This is an optimization exercise on Yosys and OpenROAD, whose aim is small area, not a production implementation.
The RTL was checked by simulation tests, not by an equivalence proof against the original design.
Power and IR-drop figures of this design are not reliable: the tool's default activity estimate is inflated in some of its runs.

==> inputs of build 56 <==
Design dds_core, start of the top module:
module dds_core(
    input  wire        clk,
    input  wire        rst_n,
    input  wire        btn_mode,
    input  wire        rot_a,
    input  wire        rot_b,
    input  wire        btn_step,
    output wire [10:0] rom_addr,
    input  wire [47:0] rom_data,
    output wire [11:0] dac_out
);
==> flow/config.mk <==
export PLATFORM = sky130hd
export DESIGN_NAME = dds_core
export DESIGN_NICKNAME = dds_core
export VERILOG_FILES = /design/flow/design.v
export SDC_FILE = /design/flow/constraint.sdc
export NUM_CORES = 4
export LEC_CHECK = 0
export ABC_AREA = 1
export CAP_MARGIN = 0
export CORE_MARGIN = 2
export CORE_UTILIZATION = 60
export CTS_BUF_LIST = sky130_fd_sc_hd__clkbuf_4
export SLEW_MARGIN = 0
export SYNTH_HIERARCHICAL = 1
==> flow/constraint.sdc <==
create_clock -name core_clock -period 80.0 [get_ports {clk}]
set_input_delay 16.0000 -clock core_clock [delete_from_list [all_inputs] [get_ports {clk}]]
set_output_delay 16.0000 -clock core_clock [all_outputs]
set_load 0.01 [all_outputs]
run.sh (not shown) runs the stock make flow with config.mk's settings and CLKGATE_MAP_FILE= SYNTH_SCRIPT=/design/flow/synth_recipe.tcl, a recipe that flattens the netlist after the stock synthesis.
==> trial 89 (differences from build 56) <==
--- a/flow/design.v
+++ b/flow/design.v
@@ -14,122 +14,120 @@
     input  wire        rot_b,
     input  wire        btn_step,
     output wire [10:0] rom_addr,
     input  wire [47:0] rom_data,
     output wire [11:0] dac_out
 );
-    localparam [8:0] time_counter_limit = 300;
+    localparam [8:0] L0 = 9'h001, L300 = 9'h0e9;
     reg       mb_D1, mb_D2, mb_D3, mb_IntBTN, mb_enable_counter;
     reg [8:0] mb_counter;
-    wire      mb_counting = (mb_counter < time_counter_limit) & mb_enable_counter;
+    wire      mb_counting = (mb_counter != L300) & mb_enable_counter;
     always @(posedge clk or negedge rst_n) begin
         if (~rst_n) begin
             mb_D1 <= 0; mb_D2 <= 0; mb_D3 <= 0; mb_IntBTN <= 0;
-            mb_counter <= 0; mb_enable_counter <= 0;
+            mb_counter <= L0; mb_enable_counter <= 0;
         end else begin
             mb_D1 <= btn_mode; mb_D2 <= mb_D1; mb_D3 <= mb_D2;
-            if (~mb_enable_counter) mb_IntBTN <= ~mb_D2 & mb_D3 & (mb_counter == 0);
-            mb_counter <= mb_counting ? mb_counter + 1'b1 : 9'd0;
+            if (~mb_enable_counter) mb_IntBTN <= ~mb_D2 & mb_D3 & (mb_counter == L0);
+            mb_counter <= mb_counting ? {mb_counter[7:0], mb_counter[8] ^ mb_counter[4]} : L0;
             if (mb_IntBTN)          mb_enable_counter <= 1;
             else if (~mb_counting)  mb_enable_counter <= 0;
         end
     end
     reg       sb_D1, sb_D2, sb_D3, sb_IntBTN, sb_enable_counter;
     reg [8:0] sb_counter;
-    wire      sb_counting = (sb_counter < time_counter_limit) & sb_enable_counter;
+    wire      sb_counting = (sb_counter != L300) & sb_enable_counter;
     always @(posedge clk or negedge rst_n) begin
         if (~rst_n) begin
             sb_D1 <= 0; sb_D2 <= 0; sb_D3 <= 0; sb_IntBTN <= 0;
-            sb_counter <= 0; sb_enable_counter <= 0;
+            sb_counter <= L0; sb_enable_counter <= 0;
         end else begin
             sb_D1 <= btn_step; sb_D2 <= sb_D1; sb_D3 <= sb_D2;
-            if (~sb_enable_counter) sb_IntBTN <= ~sb_D2 & sb_D3 & (sb_counter == 0);
-            sb_counter <= sb_counting ? sb_counter + 1'b1 : 9'd0;
+            if (~sb_enable_counter) sb_IntBTN <= ~sb_D2 & sb_D3 & (sb_counter == L0);
+            sb_counter <= sb_counting ? {sb_counter[7:0], sb_counter[8] ^ sb_counter[4]} : L0;
             if (sb_IntBTN)          sb_enable_counter <= 1;
             else if (~sb_counting)  sb_enable_counter <= 0;
         end
     end
     reg [10:0] Address;      
     reg        FreqChng;
     reg [10:0] count;        
     reg [1:0]  step_exp;     
     reg [1:0]  state;        
     reg        A1, A2, A3, A_pulse;
     reg        B1, B2, B3, B_pulse;
-    reg [11:0] counter;      
-    wire       counter_pulse = (counter == 12'd3000);
-    wire       tick80 = (counter == 12'd80);
+    reg [11:0] counter;
+    wire       counter_pulse = (counter == 12'hb35);
+    wire       tick80 = (counter == 12'h3ba);
     assign rom_addr = Address;
-    wire [6:0]  step = (step_exp == 2'd0) ? 7'd1 : (step_exp == 2'd1) ? 7'd10 : 7'd100;
-    wire [11:0] cnt_minus = {1'b0, count} - {5'b0, step};
-    wire [11:0] cnt_plus  = {1'b0, count} + {5'b0, step};
+    wire        minus  = state[1];
+    wire [6:0]  step   = (step_exp == 2'd0) ? 7'd1 : (step_exp == 2'd1) ? 7'd10 : 7'd100;
+    wire [11:0] addend = minus ? ~{5'b0, step} : {5'b0, step};
+    wire [11:0] r      = {1'b0, count} + addend + {11'd0, minus};
+    wire        under  = minus & r[11];                
+    wire        over   = ~minus & (r > 12'd1800);
+    wire [10:0] nxt    = under ? 11'd0 : over ? 11'd1800 : r[10:0];
+    wire        fire   = minus ? B_pulse : A_pulse;    
     always @(posedge clk or negedge rst_n) begin
         if (~rst_n) begin
             A1 <= 0; A2 <= 0; A3 <= 0; A_pulse <= 0;
             B1 <= 0; B2 <= 0; B3 <= 0; B_pulse <= 0;
             state <= 2'b00; count <= 0; step_exp <= 0;
-            counter <= 0; Address <= 0; FreqChng <= 0;
+            counter <= 12'h001; Address <= 0; FreqChng <= 0;
         end else begin
             A1 <= rot_b; A2 <= A1; A3 <= A2; A_pulse <= ~A2 & A3;
             B1 <= rot_a; B2 <= B1; B3 <= B2; B_pulse <= ~B2 & B3;
             case (state)
-                2'b10: begin  
-                    if (B_pulse) begin
-                        state <= 2'b00;
-                        count <= cnt_minus[11] ? 11'd0 : cnt_minus[10:0];
-                    end
-                end
                 2'b00: begin  
                     if (A_pulse) state <= 2'b10;
                     if (B_pulse) state <= 2'b01;
                 end
-                2'b01: begin  
-                    if (A_pulse) begin
+                2'b10, 2'b01: begin  
+                    if (fire) begin
                         state <= 2'b00;
-                        count <= (cnt_plus <= 12'd1800) ? cnt_plus[10:0] : 11'd1800;
+                        count <= nxt;
                     end
                 end
                 default: state <= 2'b00;
             endcase
-            if (sb_IntBTN) step_exp <= (step_exp < 2) ? step_exp + 1'b1 : 2'd0;
-            counter <= counter_pulse ? 12'd0 : counter + 1'b1;
+            if (sb_IntBTN) step_exp <= step_exp[1] ? 2'd0 : step_exp + 1'b1;
+            counter <= counter_pulse ? 12'h001 : {counter[10:0], counter[11] ^ counter[10] ^ counter[9] ^ counter[3]};
             if (counter_pulse) Address <= count;
             FreqChng <= (Address != count) & counter_pulse;
         end
     end
     reg        Enable;
     reg [2:0]  Mode;
-    reg [13:0] counter_Enable;   
+    reg [13:0] counter_Enable;
     reg        reg_pulse;
     reg        ready_done;
     wire       Ready = tick80 & ~ready_done;
     reg last;
     always @(*) begin
         case (Mode)
-            3'd1:    last = (counter_Enable == 14'd9);
-            3'd2:    last = (counter_Enable == 14'd99);
-            3'd3:    last = (counter_Enable == 14'd999);
-            3'd4:    last = (counter_Enable == 14'd9999);
+            3'd1:    last = (counter_Enable == 14'h02aa);
+            3'd2:    last = (counter_Enable == 14'h07e6);
+            3'd3:    last = (counter_Enable == 14'h2e6d);
+            3'd4:    last = (counter_Enable == 14'h22df);
             default: last = 1'b1;
         endcase
     end
     always @(posedge clk or negedge rst_n) begin
         if (~rst_n) begin
-            Enable <= 1; counter_Enable <= 0; Mode <= 0; reg_pulse <= 0; ready_done <= 0;
+            Enable <= 1; counter_Enable <= 14'h0001; Mode <= 0; reg_pulse <= 0; ready_done <= 0;
         end else begin
             Enable <= last;
-            counter_Enable <= last ? 14'd0 : counter_Enable + 1'b1;
+            counter_Enable <= last ? 14'h0001 : {counter_Enable[12:0], counter_Enable[13] ^ counter_Enable[12] ^ counter_Enable[11] ^ counter_Enable[1]};
             if (reg_pulse && Enable) Mode <= (Mode == 3'd4) ? 3'd0 : Mode + 1'b1;
             if (reg_pulse && Enable) reg_pulse <= 0;
             else if (mb_IntBTN)      reg_pulse <= 1;
             if (tick80) ready_done <= 1;
         end
     end
     reg [31:0] out1;
     reg [31:0] out2;
-    reg        aval;             
     reg [23:0] ad;
     reg        update_wait;
     wire [31:0] x;
     wire [32:0] xc;
     wire [31:0] nsub = ~out2 & {32{~Enable}};
     assign xc[0] = ~Enable;
@@ -143,13 +141,13 @@
             3'd1:    magic = 31'h66666667;
             3'd2:    magic = 31'h51EB851F;
             3'd3:    magic = 31'h10624DD3;
             default: magic = 31'h68DB8BAD;
         endcase
     end
-    wire [30:0] mA = Enable ? {1'b0, aval, aval, aval, aval, ad, 2'b00} : magic;
+    wire [30:0] mA = Enable ? {5'b01111, ad, 2'b00} : magic;
     wire [31:0] mB = x;
     wire [31:0] mE = ~out2 & {32{Enable}};
     wire [62:29] P;
     wire [543:0] pp;
     wire [32:0] Ax = {1'b0, mA, 1'b0};
     wire one0 = Ax[1] ^ Ax[0];
@@ -1959,28 +1957,28 @@
     wire delta_neg = (Mode != 3'd0) & x[31];    
     wire zcross = (Mode == 3'd4) ? ((out1[31:23] == 9'd0) || (out1[31:23] == {9{1'b1}}))
                                  : ((out1[31:22] == 10'd0) || (out1[31:22] == {10{1'b1}}));
     wire dir = out2[31];
     wire do_update = zcross & update_wait;
     wire load = Ready | do_update;
-    wire [27:0] init1 = {4'b0000, rom_data[47:24]};
-    wire [27:0] ninit1;
-    wire [28:0] nc;
-    assign nc[0] = 1'b1;
-    generate for (gi = 0; gi < 28; gi = gi + 1) begin : gneg
-        hadd u(.a(~init1[gi]), .b(nc[gi]), .s(ninit1[gi]), .co(nc[gi+1]));
+    wire [23:0] rs = rom_data[47:24];
+    wire [24:0] low;             
+    assign low[0] = 1'b0;
+    generate for (gi = 0; gi < 24; gi = gi + 1) begin : gneg
+        assign low[gi+1] = low[gi] | rs[gi];
     end endgenerate
+    wire [27:0] init1 = {4'b0000, rs} ^ ({{4{low[24]}}, low[23:0]} & {28{~dir}});
     always @(posedge clk or negedge rst_n) begin
         if (~rst_n) begin
-            out1 <= 0; out2 <= 0; aval <= 0; ad <= 0; update_wait <= 0;
+            out1 <= 0; out2 <= 0; ad <= 0; update_wait <= 0;
         end else begin
-            if (load)        out1 <= {dir ? init1 : ninit1, 4'b0000};
+            if (load)        out1 <= {init1, 4'b0000};
             else if (Enable) out1 <= out;
             if (load)        out2 <= 32'h000000AB;
             else if (Enable) out2 <= out1;
-            if (load) begin aval <= 1; ad <= rom_data[23:0]; end
+            if (load)        ad <= rom_data[23:0];
             if (FreqChng)       update_wait <= 1;
             else if (do_update) update_wait <= 0;
         end
     end
     reg        Enable_delay;
     reg [29:0] delta_y;
==> flow/flow/run.sh (new file) <==
#!/bin/bash
# Layout flow: the standard ORFS flow (standard.sh, standard synthesis
# unchanged) with two changes to how the layout is made:
#  - the port buffers that ORFS inserts at placement are buf_1 cells;
#  - clock tree synthesis uses clkbuf_8 buffers (sink clusters of up to 14) and
#    inserts no dummy loads;
# The full make output goes to flow_make.log in this folder; ORFS writes each
# step's log under orfs/logs/.
set -euo pipefail
export BUFFER_PORTS_ARGS="-buffer_cell sky130_fd_sc_hd__buf_1"
export CTS_ARGS="-sink_clustering_enable -repair_clock_nets -dont_use_dummy_load -buf_list sky130_fd_sc_hd__clkbuf_8 -sink_clustering_size 14 -sink_clustering_max_diameter 60"
bash standard.sh > flow_make.log 2>&1
==> flow/standard.sh (new file) <==
#!/bin/bash
# synth_recipe.tcl (not shown) runs the flow's synth.tcl, then flattens the netlist and writes it again
# the make line also repeats each setting of config.mk as NAME=value (left out here)
make -C /OpenROAD-flow-scripts/flow DESIGN_CONFIG=/design/flow/config.mk WORK_HOME=/design/flow/orfs CLKGATE_MAP_FILE= SYNTH_SCRIPT=/design/flow/synth_recipe.tcl "${@:-finish}"
CORE_UTILIZATION = 70   (was 60)
CTS_BUF_LIST = unset   (was sky130_fd_sc_hd__clkbuf_4)
removed: flow/run.sh
==> results.txt <==
total core area=56400 um2; Psw=19400 uW; htree depth=3; Clk network pwr share=0.4%; post-synthesis compound-gate area fraction=14.8%; status=no timing/DRC/antenna violations; CP max stage cell=fa_1; Total Power=32900 uW; worst reg2reg path depth=75; Static Leak=0.0155 uW
-- figures above: build 56

==> results.txt <==
htree depth=1; Total Power=27600 uW; total core area=46800 um2; worst reg2reg path depth=80; post-synthesis compound-gate area fraction=15.3%; Max Slew Vio Count=1; Psw=17000 uW; layout check faults=capacitance limit, slew limit; status=finished with violations; max cap viols=1
-- figures above: trial 89



==> 04-04 <==
Another version of the RTL of dds_core (not shown whole).
clock: 80.0 ns
lec_check: 0
abc_area: 1
cap_margin: 0
core_margin: 2
core_utilization: 60
cts_buf_list: sky130_fd_sc_hd__clkbuf_4
slew_margin: 0
synth_hierarchical: 1
Stock flow here: none of the scripts above is used.
==> inputs of 11-06, as changes to 04-04 <==
--- a/flow/design.v
+++ b/flow/design.v
@@ -12,124 +12,126 @@
     input  wire        btn_mode,
     input  wire        rot_a,
     input  wire        rot_b,
     input  wire        btn_step,
     output wire [10:0] rom_addr,
     input  wire [47:0] rom_data,
     output wire [11:0] dac_out
 );
-    localparam [8:0] L0 = 9'h001, L300 = 9'h0e9;
+    localparam [8:0] time_counter_limit = 300;
     reg       mb_D1, mb_D2, mb_D3, mb_IntBTN, mb_enable_counter;
     reg [8:0] mb_counter;
-    wire      mb_counting = (mb_counter != L300) & mb_enable_counter;
+    wire      mb_counting = (mb_counter < time_counter_limit) & mb_enable_counter;
     always @(posedge clk or negedge rst_n) begin
         if (~rst_n) begin
             mb_D1 <= 0; mb_D2 <= 0; mb_D3 <= 0; mb_IntBTN <= 0;
-            mb_counter <= L0; mb_enable_counter <= 0;
+            mb_counter <= 0; mb_enable_counter <= 0;
         end else begin
             mb_D1 <= btn_mode; mb_D2 <= mb_D1; mb_D3 <= mb_D2;
-            if (~mb_enable_counter) mb_IntBTN <= ~mb_D2 & mb_D3 & (mb_counter == L0);
-            mb_counter <= mb_counting ? {mb_counter[7:0], mb_counter[8] ^ mb_counter[4]} : L0;
+            if (~mb_enable_counter) mb_IntBTN <= ~mb_D2 & mb_D3 & (mb_counter == 0);
+            mb_counter <= mb_counting ? mb_counter + 1'b1 : 9'd0;
             if (mb_IntBTN)          mb_enable_counter <= 1;
             else if (~mb_counting)  mb_enable_counter <= 0;
         end
     end
     reg       sb_D1, sb_D2, sb_D3, sb_IntBTN, sb_enable_counter;
     reg [8:0] sb_counter;
-    wire      sb_counting = (sb_counter != L300) & sb_enable_counter;
+    wire      sb_counting = (sb_counter < time_counter_limit) & sb_enable_counter;
     always @(posedge clk or negedge rst_n) begin
         if (~rst_n) begin
             sb_D1 <= 0; sb_D2 <= 0; sb_D3 <= 0; sb_IntBTN <= 0;
-            sb_counter <= L0; sb_enable_counter <= 0;
+            sb_counter <= 0; sb_enable_counter <= 0;
         end else begin
             sb_D1 <= btn_step; sb_D2 <= sb_D1; sb_D3 <= sb_D2;
-            if (~sb_enable_counter) sb_IntBTN <= ~sb_D2 & sb_D3 & (sb_counter == L0);
-            sb_counter <= sb_counting ? {sb_counter[7:0], sb_counter[8] ^ sb_counter[4]} : L0;
+            if (~sb_enable_counter) sb_IntBTN <= ~sb_D2 & sb_D3 & (sb_counter == 0);
+            sb_counter <= sb_counting ? sb_counter + 1'b1 : 9'd0;
             if (sb_IntBTN)          sb_enable_counter <= 1;
             else if (~sb_counting)  sb_enable_counter <= 0;
         end
     end
     reg [10:0] Address;      
     reg        FreqChng;
     reg [10:0] count;        
     reg [1:0]  step_exp;     
     reg [1:0]  state;        
     reg        A1, A2, A3, A_pulse;
     reg        B1, B2, B3, B_pulse;
-    reg [11:0] counter;
-    wire       counter_pulse = (counter == 12'hb35);
-    wire       tick80 = (counter == 12'h3ba);
+    reg [11:0] counter;      
+    wire       counter_pulse = (counter == 12'd3000);
+    wire       tick80 = (counter == 12'd80);
     assign rom_addr = Address;
-    wire        minus  = state[1];
-    wire [6:0]  step   = (step_exp == 2'd0) ? 7'd1 : (step_exp == 2'd1) ? 7'd10 : 7'd100;
-    wire [11:0] addend = minus ? ~{5'b0, step} : {5'b0, step};
-    wire [11:0] r      = {1'b0, count} + addend + {11'd0, minus};
-    wire        under  = minus & r[11];                
-    wire        over   = ~minus & (r > 12'd1800);
-    wire [10:0] nxt    = under ? 11'd0 : over ? 11'd1800 : r[10:0];
-    wire        fire   = minus ? B_pulse : A_pulse;    
+    wire [6:0]  step = (step_exp == 2'd0) ? 7'd1 : (step_exp == 2'd1) ? 7'd10 : 7'd100;
+    wire [11:0] cnt_minus = {1'b0, count} - {5'b0, step};
+    wire [11:0] cnt_plus  = {1'b0, count} + {5'b0, step};
     always @(posedge clk or negedge rst_n) begin
         if (~rst_n) begin
             A1 <= 0; A2 <= 0; A3 <= 0; A_pulse <= 0;
             B1 <= 0; B2 <= 0; B3 <= 0; B_pulse <= 0;
             state <= 2'b00; count <= 0; step_exp <= 0;
-            counter <= 12'h001; Address <= 0; FreqChng <= 0;
+            counter <= 0; Address <= 0; FreqChng <= 0;
         end else begin
             A1 <= rot_b; A2 <= A1; A3 <= A2; A_pulse <= ~A2 & A3;
             B1 <= rot_a; B2 <= B1; B3 <= B2; B_pulse <= ~B2 & B3;
             case (state)
+                2'b10: begin  
+                    if (B_pulse) begin
+                        state <= 2'b00;
+                        count <= cnt_minus[11] ? 11'd0 : cnt_minus[10:0];
+                    end
+                end
                 2'b00: begin  
                     if (A_pulse) state <= 2'b10;
                     if (B_pulse) state <= 2'b01;
                 end
-                2'b10, 2'b01: begin  
-                    if (fire) begin
+                2'b01: begin  
+                    if (A_pulse) begin
                         state <= 2'b00;
-                        count <= nxt;
+                        count <= (cnt_plus <= 12'd1800) ? cnt_plus[10:0] : 11'd1800;
                     end
                 end
                 default: state <= 2'b00;
             endcase
-            if (sb_IntBTN) step_exp <= step_exp[1] ? 2'd0 : step_exp + 1'b1;
-            counter <= counter_pulse ? 12'h001 : {counter[10:0], counter[11] ^ counter[10] ^ counter[9] ^ counter[3]};
+            if (sb_IntBTN) step_exp <= (step_exp < 2) ? step_exp + 1'b1 : 2'd0;
+            counter <= counter_pulse ? 12'd0 : counter + 1'b1;
             if (counter_pulse) Address <= count;
             FreqChng <= (Address != count) & counter_pulse;
         end
     end
     reg        Enable;
     reg [2:0]  Mode;
-    reg [13:0] counter_Enable;
+    reg [13:0] counter_Enable;   
     reg        reg_pulse;
     reg        ready_done;
     wire       Ready = tick80 & ~ready_done;
     reg last;
     always @(*) begin
         case (Mode)
-            3'd1:    last = (counter_Enable == 14'h02aa);
-            3'd2:    last = (counter_Enable == 14'h07e6);
-            3'd3:    last = (counter_Enable == 14'h2e6d);
-            3'd4:    last = (counter_Enable == 14'h22df);
+            3'd1:    last = (counter_Enable == 14'd9);
+            3'd2:    last = (counter_Enable == 14'd99);
+            3'd3:    last = (counter_Enable == 14'd999);
+            3'd4:    last = (counter_Enable == 14'd9999);
             default: last = 1'b1;
         endcase
     end
     always @(posedge clk or negedge rst_n) begin
         if (~rst_n) begin
-            Enable <= 1; counter_Enable <= 14'h0001; Mode <= 0; reg_pulse <= 0; ready_done <= 0;
+            Enable <= 1; counter_Enable <= 0; Mode <= 0; reg_pulse <= 0; ready_done <= 0;
         end else begin
             Enable <= last;
-            counter_Enable <= last ? 14'h0001 : {counter_Enable[12:0], counter_Enable[13] ^ counter_Enable[12] ^ counter_Enable[11] ^ counter_Enable[1]};
+            counter_Enable <= last ? 14'd0 : counter_Enable + 1'b1;
             if (reg_pulse && Enable) Mode <= (Mode == 3'd4) ? 3'd0 : Mode + 1'b1;
             if (reg_pulse && Enable) reg_pulse <= 0;
             else if (mb_IntBTN)      reg_pulse <= 1;
             if (tick80) ready_done <= 1;
         end
     end
     reg [31:0] out1;
     reg [31:0] out2;
+    reg        aval;             
     reg [23:0] ad;
     reg        update_wait;
     wire [31:0] x;
     wire [32:0] xc;
     wire [31:0] nsub = ~out2 & {32{~Enable}};
     assign xc[0] = ~Enable;
     genvar gi;
     generate for (gi = 0; gi < 32; gi = gi + 1) begin : gsub
@@ -139,17 +141,17 @@
     always @(*) begin
         case (Mode)
             3'd1:    magic = 31'h66666667;
             3'd2:    magic = 31'h51EB851F;
             3'd3:    magic = 31'h10624DD3;
             default: magic = 31'h68DB8BAD;
         endcase
     end
-    wire [30:0] mA = Enable ? {5'b01111, ad, 2'b00} : magic;
+    wire [30:0] mA = Enable ? {1'b0, aval, aval, aval, aval, ad, 2'b00} : magic;
     wire [31:0] mB = x;
     wire [31:0] mE = ~out2 & {32{Enable}};
     wire [62:29] P;
     wire [543:0] pp;
     wire [32:0] Ax = {1'b0, mA, 1'b0};
     wire one0 = Ax[1] ^ Ax[0];
     wire two0 = (Ax[2] & ~Ax[1] & ~Ax[0]) | (~Ax[2] & Ax[1] & Ax[0]);
     wire neg0 = Ax[2];
@@ -1964,23 +1966,23 @@
     wire [27:0] ninit1;
     wire [28:0] nc;
     assign nc[0] = 1'b1;
     generate for (gi = 0; gi < 28; gi = gi + 1) begin : gneg
         hadd u(.a(~init1[gi]), .b(nc[gi]), .s(ninit1[gi]), .co(nc[gi+1]));
     end endgenerate
     always @(posedge clk or negedge rst_n) begin
         if (~rst_n) begin
-            out1 <= 0; out2 <= 0; ad <= 0; update_wait <= 0;
+            out1 <= 0; out2 <= 0; aval <= 0; ad <= 0; update_wait <= 0;
         end else begin
             if (load)        out1 <= {dir ? init1 : ninit1, 4'b0000};
             else if (Enable) out1 <= out;
             if (load)        out2 <= 32'h000000AB;
             else if (Enable) out2 <= out1;
-            if (load)        ad <= rom_data[23:0];
+            if (load) begin aval <= 1; ad <= rom_data[23:0]; end
             if (FreqChng)       update_wait <= 1;
             else if (do_update) update_wait <= 0;
         end
     end
     reg        Enable_delay;
     reg [29:0] delta_y;
     reg        delta_y_neg;
     reg [29:0] interpOut_buffer;
- CORE_UTILIZATION: 60 -> 75
- CTS_BUF_LIST: sky130_fd_sc_hd__clkbuf_4 -> sky130_fd_sc_hd__clkbuf_2
==> inputs of 01-05, as changes to 04-04 <==
--- a/flow/design.v
+++ b/flow/design.v
@@ -1955,28 +1955,28 @@
         endcase
     end
     wire delta_neg = (Mode != 3'd0) & x[31];    
     wire zcross = (Mode == 3'd4) ? ((out1[31:23] == 9'd0) || (out1[31:23] == {9{1'b1}}))
                                  : ((out1[31:22] == 10'd0) || (out1[31:22] == {10{1'b1}}));
     wire dir = out2[31];
     wire do_update = zcross & update_wait;
     wire load = Ready | do_update;
-    wire [27:0] init1 = {4'b0000, rom_data[47:24]};
-    wire [27:0] ninit1;
-    wire [28:0] nc;
-    assign nc[0] = 1'b1;
-    generate for (gi = 0; gi < 28; gi = gi + 1) begin : gneg
-        hadd u(.a(~init1[gi]), .b(nc[gi]), .s(ninit1[gi]), .co(nc[gi+1]));
+    wire [23:0] rs = rom_data[47:24];
+    wire [24:0] low;             
+    assign low[0] = 1'b0;
+    generate for (gi = 0; gi < 24; gi = gi + 1) begin : gneg
+        assign low[gi+1] = low[gi] | rs[gi];
     end endgenerate
+    wire [27:0] init1 = {4'b0000, rs} ^ ({{4{low[24]}}, low[23:0]} & {28{~dir}});
     always @(posedge clk or negedge rst_n) begin
         if (~rst_n) begin
             out1 <= 0; out2 <= 0; ad <= 0; update_wait <= 0;
         end else begin
-            if (load)        out1 <= {dir ? init1 : ninit1, 4'b0000};
+            if (load)        out1 <= {init1, 4'b0000};
             else if (Enable) out1 <= out;
             if (load)        out2 <= 32'h000000AB;
             else if (Enable) out2 <= out1;
             if (load)        ad <= rom_data[23:0];
             if (FreqChng)       update_wait <= 1;
             else if (do_update) update_wait <= 0;
         end
     end
==> flow/flow/run.sh (new file) <==
#!/bin/bash
# Layout flow: the standard ORFS flow (standard.sh, standard synthesis
# unchanged) with three changes to how the layout is made:
#  - the port buffers that ORFS inserts at placement are buf_1 cells;
#  - clock tree synthesis uses clkbuf_8 buffers (sink clusters of up to 14) and
#    inserts no dummy loads;
#  - timing-driven global placement does not keep the resizer's buffering
#    (the design has over 40 ns of setup slack); repair_design after
#    placement still fixes every slew, capacitance and fanout violation
#    (with the default 20% slew and capacitance margins).
# The full make output goes to flow_make.log in this folder; ORFS writes each
# step's log under orfs/logs/.
set -euo pipefail
export BUFFER_PORTS_ARGS="-buffer_cell sky130_fd_sc_hd__buf_1"
export CTS_ARGS="-sink_clustering_enable -repair_clock_nets -dont_use_dummy_load -buf_list sky130_fd_sc_hd__clkbuf_8 -sink_clustering_size 14 -sink_clustering_max_diameter 60"
export GPL_KEEP_OVERFLOW=0
bash standard.sh > flow_make.log 2>&1
==> flow/standard.sh (new file) <==
#!/bin/bash
# synth_recipe.tcl (not shown) runs the flow's synth.tcl, then flattens the netlist and writes it again
# the make line also repeats each setting of config.mk as NAME=value (left out here)
make -C /OpenROAD-flow-scripts/flow DESIGN_CONFIG=/design/flow/config.mk WORK_HOME=/design/flow/orfs CLKGATE_MAP_FILE= SYNTH_SCRIPT=/design/flow/synth_recipe.tcl "${@:-finish}"
- CAP_MARGIN: 0 -> 20
- CTS_BUF_LIST: sky130_fd_sc_hd__clkbuf_4 -> unset
- SLEW_MARGIN: 0 -> 20
removed: flow/run.sh
==> qor summary <==
Pwr/cell area: 11-06 941 nW/um^2; 04-04 779 nW/um^2; 01-05 800 nW/um^2
Initial core utilization: 11-06 75.7%; 04-04 60.7%; 01-05 60.7%
Global-route met2 utilization: 11-06 73.2%; 04-04 61.7%; 01-05 64.3%
Result of the run: 11-06 no timing/DRC/antenna violations; 04-04 no timing/DRC/antenna violations; 01-05 no timing/DRC/antenna violations
Post-DP HPWL: 11-06 77700 um; 04-04 79200 um; 01-05 85000 um
Post-layout util: 11-06 79.3%; 04-04 64.5%; 01-05 64.2%
CTS HTree Levels: 11-06 3; 04-04 3; 01-05 1
Combinational group power: 11-06 33.1 mW; 04-04 27.1 mW; 01-05 27.7 mW
Wire length on met3: 11-06 20000 um; 04-04 17800 um; 01-05 13600 um
Worst vdd rail ir drop: 11-06 1.89 mV; 04-04 1.19 mV; 01-05 1.52 mV
Hold slack: 11-06 349 ps; 04-04 352 ps; 01-05 346 ps
Compound-Gate Fraction of Synth Area: 11-06 14.8%; 04-04 14.7%; 01-05 15.3%
Clock network fraction of design power: 11-06 0.3%; 04-04 0.4%; 01-05 0.3%
Clock buffer count: 11-06 91; 04-04 96; 01-05 25
Final standard cell count with taps included and fillers excluded: 11-06 4170; 04-04 4177; 01-05 4063
Slew margin rel.: 11-06 6.06%; 04-04 32.1%; 01-05 17.6%
Levels on crit path: 11-06 75; 04-04 76; 01-05 79
Met3 global-route usage: 11-06 25.6%; 04-04 16.6%; 01-05 10.7%

## port drivers added, routing unchanged
Ports are ideal in the flow. The routed layouts listed here were re-timed in OpenROAD. Step 1 sets driving cells, clkbuf_16 on the clock port and buf_2 on the other inputs (assumed; they add their load-dependent delay and slew). Step 2 also shifts input and output timing later by t, the mid clock arrival at the registers, as if the neighbouring blocks saw the same clock. Three values: no drivers, after step 1, after step 2; two values: the first two.
| run | t, ns | slack for setup (ns) | hold slack, ns |
|---|---|---|---|
| build 56 | 0.832 | 48.881 / 48.881 / 48.881 | 0.343 / 0.343 / 0.343 |
| trial 89 | 0.648 | 48.093 / 48.093 / 48.093 | 0.342 / 0.342 / 0.342 |
| 04-04 | 0.770 | 48.882 / 48.882 / 48.882 | 0.352 / 0.352 / 0.352 |
| 11-06 | 1.099 | 48.974 / 48.974 / 48.974 | 0.349 / 0.349 / 0.349 |
| 01-05 | 0.644 | 46.750 / 46.750 / 46.750 | 0.346 / 0.346 / 0.346 |
